Background: an optimization exercise with open tools, aiming at small area. Do not read the settings as production practice. At most, simulation tests tie the RTL to the original design; equivalence was not proved. Power and IR drop assume default switching activity.

Design WaveGenerator, start of the top module:
module WaveGenerator #(N = 32, M = 16)(
  input clk,
  input rst,
  input chirp_reverse,             
  input [7:0] chirp_delay,         
  input [N-1:0] chirp_min_ctrl,    
  input [N-1:0] chirp_max_ctrl,    
  input [N-1:0] chirp_inc_rate,    
  input [N-1:0] chirp_div_rate,    
  output [M-1:0] waveform          
);
For scale: about 1300 cells after synthesis, roughly 120 flip-flops, ~160 I/O pins.
export LEC_CHECK = 0
export CAP_MARGIN = 20
export CORE_MARGIN = 2
export CORE_UTILIZATION = 40
export SLEW_MARGIN = 20
create_clock -name core_clock -period 6.0 [get_ports {clk}]
standard.sh (not shown) runs the stock make flow with config.mk's settings and CLKGATE_MAP_FILE= SYNTH_SCRIPT=/design/flow/synth_recipe.tcl, a recipe that flattens the netlist after the stock synthesis.
==> flow/flow/run.sh <==
#!/bin/bash
# Standard ORFS layout, with these changes:
#  - synthesis maps logic with an area-oriented ABC script (flow/abc.script)
#    and leaves adders as plain logic (no full/half-adder cells); registers
#    are the standard synthesis's (same passes up to mapping, same names)
#  - ports are buffered with the smallest buffer
set -u
W=$(pwd)
export MY_ABC_SCRIPT=$W/flow/abc.script
export MY_NO_FA=1
bash standard.sh SYNTH_SCRIPT=$W/flow/my_synth.tcl \
  BUFFER_PORTS_ARGS="-buffer_cell sky130_fd_sc_hd__buf_1" finish > standard.log 2>&1
==> flow/flow/abc.script <==
strash
dch
amap
topo
stime -c
==> flow/flow/my_synth.tcl <==
proc synth {args} { yosys synth -nofsm -noshare {*}$args }
if { [info exists ::env(MY_ABC_SCRIPT)] && $::env(MY_ABC_SCRIPT) ne "" } {
  proc abc {args} {
    set i [lsearch -exact $args -script]
    if { $i >= 0 } { set args [lreplace $args $i [expr {$i + 1}] -script $::env(MY_ABC_SCRIPT)] }
    set i [lsearch -exact $args -D]
    if { $i >= 0 && [info exists ::env(MY_ABC_D)] } { set args [lreplace $args $i [expr {$i + 1}] -D $::env(MY_ABC_D)] }
    puts "my abc: $args"
    yosys abc {*}$args
  }
}
if { [info exists ::env(MY_NO_FA)] && $::env(MY_NO_FA) eq "1" } {
  proc extract_fa {args} { puts "extract_fa skipped" }
}
source $::env(SCRIPTS_DIR)/synth.tcl
# left out here: clear keep_hierarchy, flatten, clean up, hide names made inside functions, write 1_2_yosys.v
The first run finished but fails on setup timing.
==> next run, changes <==
==> flow/run.sh (new file) <==
#!/bin/bash
# synth_recipe.tcl (not shown) runs the flow's synth.tcl, then flattens the netlist and writes it again
# the make line also repeats each setting of config.mk as NAME=value (left out here)
make -C /OpenROAD-flow-scripts/flow DESIGN_CONFIG=/design/flow/config.mk WORK_HOME=/design/flow/orfs CLKGATE_MAP_FILE= SYNTH_SCRIPT=/design/flow/synth_recipe.tcl finish
removed: flow/flow/run.sh
removed: flow/flow/abc.script
removed: flow/flow/my_synth.tcl
removed: flow/standard.sh
Outcome: The new run completed, yet does not pass: setup timing. Total power goes up by 60%. Worst hold slack is better by 0.0032 ns. Synthesized area goes up by 38%. Setup slack is worse by 4.3 ns. Sequential share of layout area goes down by 1.7 points. Clock power goes up by about 10%. Flip-flop and latch count is unchanged. Routed wire length goes up by 4.1%.
==> next run, changes <==
==> flow/flow/run.sh (new file) <==
#!/bin/bash
# Standard ORFS layout, with two changes:
#  - synthesis maps logic with an area-oriented ABC script (flow/abc.script)
#    and leaves adders as plain logic (no full/half-adder cells); registers
#    are the standard synthesis's (same passes up to mapping, same names)
#  - ports are buffered with the smallest buffer
set -u
W=$(pwd)
export MY_ABC_SCRIPT=$W/flow/abc.script
export MY_ABC_D=${MY_ABC_D:-4000}
export MY_NO_FA=1
bash standard.sh SYNTH_SCRIPT=$W/flow/my_synth.tcl \
  BUFFER_PORTS_ARGS="-buffer_cell sky130_fd_sc_hd__buf_1" finish > standard.log 2>&1
==> flow/flow/abc.script (new file) <==
strash
dch
map {D}
topo
stime -c
==> flow/flow/my_synth.tcl (new file) <==
proc synth {args} { yosys synth -nofsm -noshare {*}$args }
if { [info exists ::env(MY_ABC_SCRIPT)] && $::env(MY_ABC_SCRIPT) ne "" } {
  proc abc {args} {
    set i [lsearch -exact $args -script]
    if { $i >= 0 } { set args [lreplace $args $i [expr {$i + 1}] -script $::env(MY_ABC_SCRIPT)] }
    set i [lsearch -exact $args -D]
    if { $i >= 0 && [info exists ::env(MY_ABC_D)] } { set args [lreplace $args $i [expr {$i + 1}] -D $::env(MY_ABC_D)] }
    puts "my abc: $args"
    yosys abc {*}$args
  }
}
if { [info exists ::env(MY_NO_FA)] && $::env(MY_NO_FA) eq "1" } {
  proc extract_fa {args} { puts "extract_fa skipped" }
}
source $::env(SCRIPTS_DIR)/synth.tcl
# left out here: clear keep_hierarchy, flatten, clean up, hide names made inside functions, write 1_2_yosys.v
==> flow/standard.sh (new file) <==
#!/bin/bash
# synth_recipe.tcl (not shown) runs the flow's synth.tcl, then flattens the netlist and writes it again
# the make line also repeats each setting of config.mk as NAME=value (left out here)
make -C /OpenROAD-flow-scripts/flow DESIGN_CONFIG=/design/flow/config.mk WORK_HOME=/design/flow/orfs CLKGATE_MAP_FILE= SYNTH_SCRIPT=/design/flow/synth_recipe.tcl "${@:-finish}"
removed: flow/run.sh
Outcome: With this change the flow completed without violations. Non-clock buffer count increases by 88. Synthesized area shrinks by 24%. Clock skew barely changes.
No run of this note included a check of the RTL's function; only the layout flow was run.

* * *

Setup of job 2466:
The RTL this note starts from:
==> flow/design.v <==
module NCO #(N = 32, B = 8)(
  input clk,
  input rst,                  
  input [N-1:0] ctrl,         
  output reg [15:0] sin_out   
);
function automatic [N-1:0] add;
  input [N-1:0] a, b;
  integer i, k;
  reg c, G, P;
  reg [N-1:0] g, p;
  begin
    g = a & b;
    p = a ^ b;
    c = 1'b0;
    for (k = 0; k < N; k = k + B) begin
      G = 1'b0; P = 1'b1;
      for (i = k; i < k + B; i = i + 1) begin
        G = g[i] | (p[i] & G);
        P = P & p[i];
      end
      for (i = k; i < k + B; i = i + 1) begin
        add[i] = p[i] ^ c;
        c = g[i] | (p[i] & c);
      end
      c = G | (P & c);
    end
  end
endfunction
reg [N-1:0] phase;
reg [7:0] ph1, ph2;
always @(posedge clk) begin
  if (rst)
    phase <= {N{1'b0}};
  else
    phase <= add(phase, ctrl);
  ph1 <= phase[N-1:N-8];
  ph2 <= ph1;
end
reg [5:0] sin_lut_sel;
reg [15:0] sin_lut_val;
always @(*) begin
  sin_lut_sel = ph2[6] ? ~(ph2[5:0]-1'b1) : ph2[5:0];
  if (ph2[6] & ~|ph2[5:0]) begin
    sin_out = ph2[7] ? 16'b10000000_00000001 : 16'b01111111_11111111;
  end else begin
    sin_out = ph2[7] ? (~sin_lut_val+1'b1) : sin_lut_val;
  end
  case(sin_lut_sel)
    6'h00 : sin_lut_val = 16'h0000;
    6'h01 : sin_lut_val = 16'h0324;
    6'h02 : sin_lut_val = 16'h0648;
    6'h03 : sin_lut_val = 16'h096A;
    6'h04 : sin_lut_val = 16'h0C8C;
    6'h05 : sin_lut_val = 16'h0FAB;
    6'h06 : sin_lut_val = 16'h12C8;
    6'h07 : sin_lut_val = 16'h15E2;
    6'h08 : sin_lut_val = 16'h18F9;
    6'h09 : sin_lut_val = 16'h1C0B;
    6'h0A : sin_lut_val = 16'h1F1A;
    6'h0B : sin_lut_val = 16'h2223;
    6'h0C : sin_lut_val = 16'h2528;
    6'h0D : sin_lut_val = 16'h2826;
    6'h0E : sin_lut_val = 16'h2B1F;
    6'h0F : sin_lut_val = 16'h2E11;
    6'h10 : sin_lut_val = 16'h30FB;
    6'h11 : sin_lut_val = 16'h33DF;
    6'h12 : sin_lut_val = 16'h36BA;
    6'h13 : sin_lut_val = 16'h398C;
    6'h14 : sin_lut_val = 16'h3C56;
    6'h15 : sin_lut_val = 16'h3F17;
    6'h16 : sin_lut_val = 16'h41CE;
    6'h17 : sin_lut_val = 16'h447A;
    6'h18 : sin_lut_val = 16'h471C;
    6'h19 : sin_lut_val = 16'h49B4;
    6'h1A : sin_lut_val = 16'h4C3F;
    6'h1B : sin_lut_val = 16'h4EBF;
    6'h1C : sin_lut_val = 16'h5133;
    6'h1D : sin_lut_val = 16'h539B;
    6'h1E : sin_lut_val = 16'h55F5;
    6'h1F : sin_lut_val = 16'h5842;
    6'h20 : sin_lut_val = 16'h5A82;
    6'h21 : sin_lut_val = 16'h5CB3;
    6'h22 : sin_lut_val = 16'h5ED7;
    6'h23 : sin_lut_val = 16'h60EB;
    6'h24 : sin_lut_val = 16'h62F1;
    6'h25 : sin_lut_val = 16'h64E8;
    6'h26 : sin_lut_val = 16'h66CF;
    6'h27 : sin_lut_val = 16'h68A6;
    6'h28 : sin_lut_val = 16'h6A6D;
    6'h29 : sin_lut_val = 16'h6C23;
    6'h2A : sin_lut_val = 16'h6DC9;
    6'h2B : sin_lut_val = 16'h6F5E;
    6'h2C : sin_lut_val = 16'h70E2;
    6'h2D : sin_lut_val = 16'h7254;
    6'h2E : sin_lut_val = 16'h73B5;
    6'h2F : sin_lut_val = 16'h7504;
    6'h30 : sin_lut_val = 16'h7641;
    6'h31 : sin_lut_val = 16'h776B;
    6'h32 : sin_lut_val = 16'h7884;
    6'h33 : sin_lut_val = 16'h7989;
    6'h34 : sin_lut_val = 16'h7A7C;
    6'h35 : sin_lut_val = 16'h7B5C;
    6'h36 : sin_lut_val = 16'h7C29;
    6'h37 : sin_lut_val = 16'h7CE3;
    6'h38 : sin_lut_val = 16'h7D89;
    6'h39 : sin_lut_val = 16'h7E1D;
    6'h3A : sin_lut_val = 16'h7E9C;
    6'h3B : sin_lut_val = 16'h7F09;
    6'h3C : sin_lut_val = 16'h7F61;
    6'h3D : sin_lut_val = 16'h7FA6;
    6'h3E : sin_lut_val = 16'h7FD8;
    6'h3F : sin_lut_val = 16'h7FF5;
  endcase
end
endmodule
module Chirp #(N = 32, B = 8)(
  input clk,
  input rst,
  input [7:0] delay,           
  input reverse,               
  input [N-1:0] min_ctrl,      
  input [N-1:0] max_ctrl,      
  input [N-1:0] inc_rate,      
  input [N-1:0] div_rate,      
  output reg nco_reset,        
  output reg [N-1:0] nco_ctrl  
);
function automatic ge;
  input [N-1:0] a, b;
  integer i, k;
  reg c, G, T;
  begin
    c = 1'b1;
    for (k = 0; k < N; k = k + B) begin
      G = 1'b0; T = 1'b1;
      for (i = k; i < k + B; i = i + 1) begin
        G = (a[i] & ~b[i]) | ((a[i] | ~b[i]) & G);
        T = T & (a[i] | ~b[i]);
      end
      c = G | (T & c);
    end
    ge = c;
  end
endfunction
function automatic [N-1:0] add;
  input [N-1:0] a, b;
  input ci;
  integer i, k;
  reg c, G, P;
  reg [N-1:0] g, p;
  begin
    g = a & b;
    p = a ^ b;
    c = ci;
    for (k = 0; k < N; k = k + B) begin
      G = 1'b0; P = 1'b1;
      for (i = k; i < k + B; i = i + 1) begin
        G = g[i] | (p[i] & G);
        P = P & p[i];
      end
      for (i = k; i < k + B; i = i + 1) begin
        add[i] = p[i] ^ c;
        c = g[i] | (p[i] & c);
      end
      c = G | (P & c);
    end
  end
endfunction
function automatic [N-1:0] dec;
  input [N-1:0] a;
  integer i, k;
  reg c, P;
  begin
    c = 1'b1;
    for (k = 0; k < N; k = k + B) begin
      P = ~|a[k +: B];
      for (i = k; i < k + B; i = i + 1) begin
        dec[i] = a[i] ^ c;
        c = c & ~a[i];
      end
      c = P & c;
    end
  end
endfunction
wire [N-1:0] stt_ctrl = reverse ? max_ctrl : min_ctrl;
wire end_flag = reverse ? ge(min_ctrl, nco_ctrl) : ge(nco_ctrl, max_ctrl);
reg [N-1:0] rate_count_n;     
reg [7:0] delay_count;
wire step = ge(~div_rate, rate_count_n);
wire [N-1:0] nco_step = add(nco_ctrl, inc_rate ^ {N{reverse}}, reverse);
always @(posedge clk) begin
  if (rst) begin
    rate_count_n <= {N{1'b1}};
    delay_count <= 8'b0;
    nco_reset <= 1'b1;
    nco_ctrl <= {N{1'b0}};
  end else begin
    if (end_flag) begin
      nco_ctrl <= stt_ctrl;
      rate_count_n <= dec(rate_count_n);
    end else if (step) begin
      nco_ctrl <= nco_step;
      rate_count_n <= {N{1'b1}};
    end else
      rate_count_n <= dec(rate_count_n);
    if (end_flag) begin
      if (delay_count >= delay)
        delay_count <= 8'b0;
      else
        delay_count <= delay_count + 1'b1;
    end
    nco_reset <= |delay_count;
  end
end
endmodule
module WaveGenerator #(N = 32, M = 16)(
  input clk,
  input rst,
  input chirp_reverse,             
  input [7:0] chirp_delay,         
  input [N-1:0] chirp_min_ctrl,    
  input [N-1:0] chirp_max_ctrl,    
  input [N-1:0] chirp_inc_rate,    
  input [N-1:0] chirp_div_rate,    
  output [M-1:0] waveform          
);
wire chirp_nco_reset;
wire [N-1:0] chirp_nco_ctrl;
NCO #(.N(N)) NCO0 (
  .clk     ( clk             ),
  .rst     ( chirp_nco_reset ),
  .ctrl    ( chirp_nco_ctrl  ),
  .sin_out ( waveform        )
);
Chirp #(.N(N)) Chirp0 (
  .clk       ( clk             ),
  .rst       ( rst             ),
  .delay     ( chirp_delay     ),
  .reverse   ( chirp_reverse   ),
  .min_ctrl  ( chirp_min_ctrl  ),
  .max_ctrl  ( chirp_max_ctrl  ),
  .inc_rate  ( chirp_inc_rate  ),
  .div_rate  ( chirp_div_rate  ),
  .nco_reset ( chirp_nco_reset ),
  .nco_ctrl  ( chirp_nco_ctrl  )
);
endmodule
clock: 6.0 ns
lec_check: 0
cap_margin: 20
core_margin: 2
core_utilization: 40
cts_buf_list: sky130_fd_sc_hd__clkbuf_4 sky130_fd_sc_hd__clkbuf_8
slew_margin: 20
==> flow/flow/run.sh <==
#!/bin/bash
# Standard ORFS layout, with these changes:
#  - synthesis maps logic with an area-oriented ABC script (flow/abc.script)
#    and leaves adders as plain logic (no full/half-adder cells); registers
#    are the standard synthesis's (same passes up to mapping, same names)
#  - ports are buffered with the smallest buffer
set -u
W=$(pwd)
export MY_ABC_SCRIPT=$W/flow/abc.script
export MY_NO_FA=1
bash standard.sh SYNTH_SCRIPT=$W/flow/my_synth.tcl \
  BUFFER_PORTS_ARGS="-buffer_cell sky130_fd_sc_hd__buf_1" finish > standard.log 2>&1
==> flow/flow/abc.script <==
strash
ifraig
dch
map -D 5000
topo
stime -c
==> flow/flow/my_synth.tcl <==
proc synth {args} { yosys synth -nofsm -noshare {*}$args }
if { [info exists ::env(MY_ABC_SCRIPT)] && $::env(MY_ABC_SCRIPT) ne "" } {
  proc abc {args} {
    set i [lsearch -exact $args -script]
    if { $i >= 0 } { set args [lreplace $args $i [expr {$i + 1}] -script $::env(MY_ABC_SCRIPT)] }
    set i [lsearch -exact $args -D]
    if { $i >= 0 && [info exists ::env(MY_ABC_D)] } { set args [lreplace $args $i [expr {$i + 1}] -D $::env(MY_ABC_D)] }
    puts "my abc: $args"
    yosys abc {*}$args
  }
}
if { [info exists ::env(MY_NO_FA)] && $::env(MY_NO_FA) eq "1" } {
  proc extract_fa {args} { puts "extract_fa skipped" }
}
source $::env(SCRIPTS_DIR)/synth.tcl
# left out here: clear keep_hierarchy, flatten, clean up, hide names made inside functions, write 1_2_yosys.v
#### Input delta (job 2088 over job 2466)
diff --git a/flow/flow/run.sh b/flow/flow/run.sh
--- a/flow/flow/run.sh
+++ b/flow/flow/run.sh
@@ -11,2 +11,3 @@
 bash standard.sh SYNTH_SCRIPT=$W/flow/my_synth.tcl \
-  BUFFER_PORTS_ARGS="-buffer_cell sky130_fd_sc_hd__buf_1" finish > standard.log 2>&1
+  BUFFER_PORTS_ARGS="-buffer_cell sky130_fd_sc_hd__buf_1" \
+  CTS_ARGS="-sink_clustering_enable -repair_clock_nets -dont_use_dummy_load -buf_list sky130_fd_sc_hd__clkbuf_8 -sink_clustering_size 30 -sink_clustering_max_diameter 200" finish > standard.log 2>&1
==> flow/flow/abc.script <==
strash
ifraig
dch
map -D 5000
topo
upsize -c
dnsize -c
topo
stime -c
diff --git a/flow/flow/my_synth.tcl b/flow/flow/my_synth.tcl
--- a/flow/flow/my_synth.tcl
+++ b/flow/flow/my_synth.tcl
@@ -8,3 +8,13 @@
     puts "my abc: $args"
-    yosys abc {*}$args
+    if { [info exists ::env(MY_ABC_KEEP_SCRIPT)] && [info exists ::env(SYNTH_KEEP_MODULES)] } {
+      set kargs $args
+      set i [lsearch -exact $kargs -script]
+      set kargs [lreplace $kargs $i [expr {$i + 1}] -script $::env(MY_ABC_KEEP_SCRIPT)]
+      foreach m $::env(SYNTH_KEEP_MODULES) {
+        yosys abc {*}$kargs $m
+      }
+      yosys abc {*}$args $::env(DESIGN_NAME)
+    } else {
+      yosys abc {*}$args
+    }
   }
[summary]
Adder-cell share of the synthesized area across job 2088 and job 2466: no real change. A critical-path cell with the highest stage delay of sky130_fd_sc_hd__a21o_2 is what job 2466 shows, while sky130_fd_sc_hd__xor2_1 belongs to job 2088. Compared with job 2466, in job 2088 area of the core rose by about 0.9%; post-detailed-routing wire length decreased 200 um; worst-case vdd ir drop now sits at about the same level.
Changes in job 4690 relative to job 2088:
Settings: GPL_TIMING_DRIVEN now 0, previously not set.
diff --git a/flow/flow/run.sh b/flow/flow/run.sh
--- a/flow/flow/run.sh
+++ b/flow/flow/run.sh
@@ -11,3 +11,2 @@
 bash standard.sh SYNTH_SCRIPT=$W/flow/my_synth.tcl \
-  BUFFER_PORTS_ARGS="-buffer_cell sky130_fd_sc_hd__buf_1" \
-  CTS_ARGS="-sink_clustering_enable -repair_clock_nets -dont_use_dummy_load -buf_list sky130_fd_sc_hd__clkbuf_8 -sink_clustering_size 30 -sink_clustering_max_diameter 200" finish > standard.log 2>&1
+  BUFFER_PORTS_ARGS="-buffer_cell sky130_fd_sc_hd__buf_1" finish > standard.log 2>&1
==> flow/flow/abc.script <==
strash
ifraig
dch
map -D 5000
topo
stime -c
diff --git a/flow/flow/my_synth.tcl b/flow/flow/my_synth.tcl
--- a/flow/flow/my_synth.tcl
+++ b/flow/flow/my_synth.tcl
@@ -8,13 +8,3 @@
     puts "my abc: $args"
-    if { [info exists ::env(MY_ABC_KEEP_SCRIPT)] && [info exists ::env(SYNTH_KEEP_MODULES)] } {
-      set kargs $args
-      set i [lsearch -exact $kargs -script]
-      set kargs [lreplace $kargs $i [expr {$i + 1}] -script $::env(MY_ABC_KEEP_SCRIPT)]
-      foreach m $::env(SYNTH_KEEP_MODULES) {
-        yosys abc {*}$kargs $m
-      }
-      yosys abc {*}$args $::env(DESIGN_NAME)
-    } else {
-      yosys abc {*}$args
-    }
+    yosys abc {*}$args
   }
--- outcome ---
Taking job 2088 as the reference, in job 4690 fraction of area in multi-input gates -4.1 points; flip-flop and latch count ~0 delta; area of combinational cells with multiple inputs +34 um^2.
Higher part of the Yosys area used for sequential elements was reported by job 4690, not job 2088.
Taking job 4690 over job 2088, the count of plain and timing-repair buffers in the layout ratio works out to 1.4.
Job 4690 falls short of job 2088 in wire length.
met1 wire length on job 4690 is up relative to job 2088.
Re weighted congestion reported at the end of routability-driven placement: job 4690 is about 4.4% down on job 2088.
Via count (job 4690 vs. job 2088) increases by a few percent
The following lists how job 7145 was set up differently from job 4690:
Settings: GPL_TIMING_DRIVEN no longer set, was 0; CTS_BUF_LIST no longer set, was sky130_fd_sc_hd__clkbuf_4 sky130_fd_sc_hd__clkbuf_8; CORE_UTILIZATION now 52, was 40.
diff --git a/flow/flow/run.sh b/flow/flow/run.sh
--- a/flow/flow/run.sh
+++ b/flow/flow/run.sh
@@ -11,2 +11,3 @@
 bash standard.sh SYNTH_SCRIPT=$W/flow/my_synth.tcl \
-  BUFFER_PORTS_ARGS="-buffer_cell sky130_fd_sc_hd__buf_1" finish > standard.log 2>&1
+  BUFFER_PORTS_ARGS="-buffer_cell sky130_fd_sc_hd__buf_1" \
+  CTS_ARGS="-sink_clustering_enable -repair_clock_nets -dont_use_dummy_load -buf_list sky130_fd_sc_hd__clkbuf_8" finish > standard.log 2>&1
==> flow/flow/abc.script <==
strash
ifraig
dch
map -D 5000
topo
upsize -c
dnsize -c
topo
stime -c
diff --git a/flow/flow/my_synth.tcl b/flow/flow/my_synth.tcl
--- a/flow/flow/my_synth.tcl
+++ b/flow/flow/my_synth.tcl
@@ -8,3 +8,13 @@
     puts "my abc: $args"
-    yosys abc {*}$args
+    if { [info exists ::env(MY_ABC_KEEP_SCRIPT)] && [info exists ::env(SYNTH_KEEP_MODULES)] } {
+      set kargs $args
+      set i [lsearch -exact $kargs -script]
+      set kargs [lreplace $kargs $i [expr {$i + 1}] -script $::env(MY_ABC_KEEP_SCRIPT)]
+      foreach m $::env(SYNTH_KEEP_MODULES) {
+        yosys abc {*}$kargs $m
+      }
+      yosys abc {*}$args $::env(DESIGN_NAME)
+    } else {
+      yosys abc {*}$args
+    }
   }
==> comparison <==
- Job 7145 went all the way through synthesis, placement and routing and the layout is clean on timing, DRC and antenna.
- Going from job 4690 to job 7145, design area shrank by a little under 10%.
- [compare] base=job 4690 new=job 7145: floorplan die width moved down, worst path setup slack after routing went up 0.20 ns.

-- what the ideal ports hide --
How much do the figures lean on ideal ports? The routed layouts below were timed once more, with nothing changed but the port constraints.
Step 1 sets driving cells, clkbuf_16 on the clock port and buf_2 on the other inputs (assumed; they add their load-dependent delay and slew).
Step 2 moves the port delays by t, midway between the first and last clock arrival at a register: inputs arrive t later, outputs are due t later. That takes back most of the time a late clock gives input paths.
a / b / c = no drivers / after step 1 / after step 2; a / b = the first two.
run | t (ns) | setup slack, ns | worst hold slack (ns) | worst setup path at the end
the first run of note 1 | 0.466 | -1.956 / -1.944 / -2.409 | 0.320 / 0.320 / 0.320 | input to register
the second run of note 1 | 0.455 | -6.225 / -6.225 / -6.642 | 0.323 / 0.323 / 0.323 | input to register
the third run of note 1 | 0.462 | 0.154 / 0.138 / -0.324 | 0.324 / 0.324 / 0.324 | input to register
job 2466 | 0.475 | 0.375 / 0.346 / -0.129 | 0.328 / 0.328 / 0.328 | input to register
job 2088 | 0.469 | 0.416 / 0.366 / -0.103 | 0.323 / 0.323 / 0.323 | input to register
job 4690 | 0.474 | 0.145 / 0.099 / -0.375 | 0.329 / 0.329 / 0.329 | input to register
job 7145 | 0.469 | 0.347 / 0.340 / -0.129 | 0.323 / 0.323 / 0.323 | input to register
Met with ideal ports but missed after step 2: setup timing in 5 of these runs. For job 4690, which loses most, drivers alone change the setup slack by -0.046 ns; drivers and shift together by -0.520 ns.
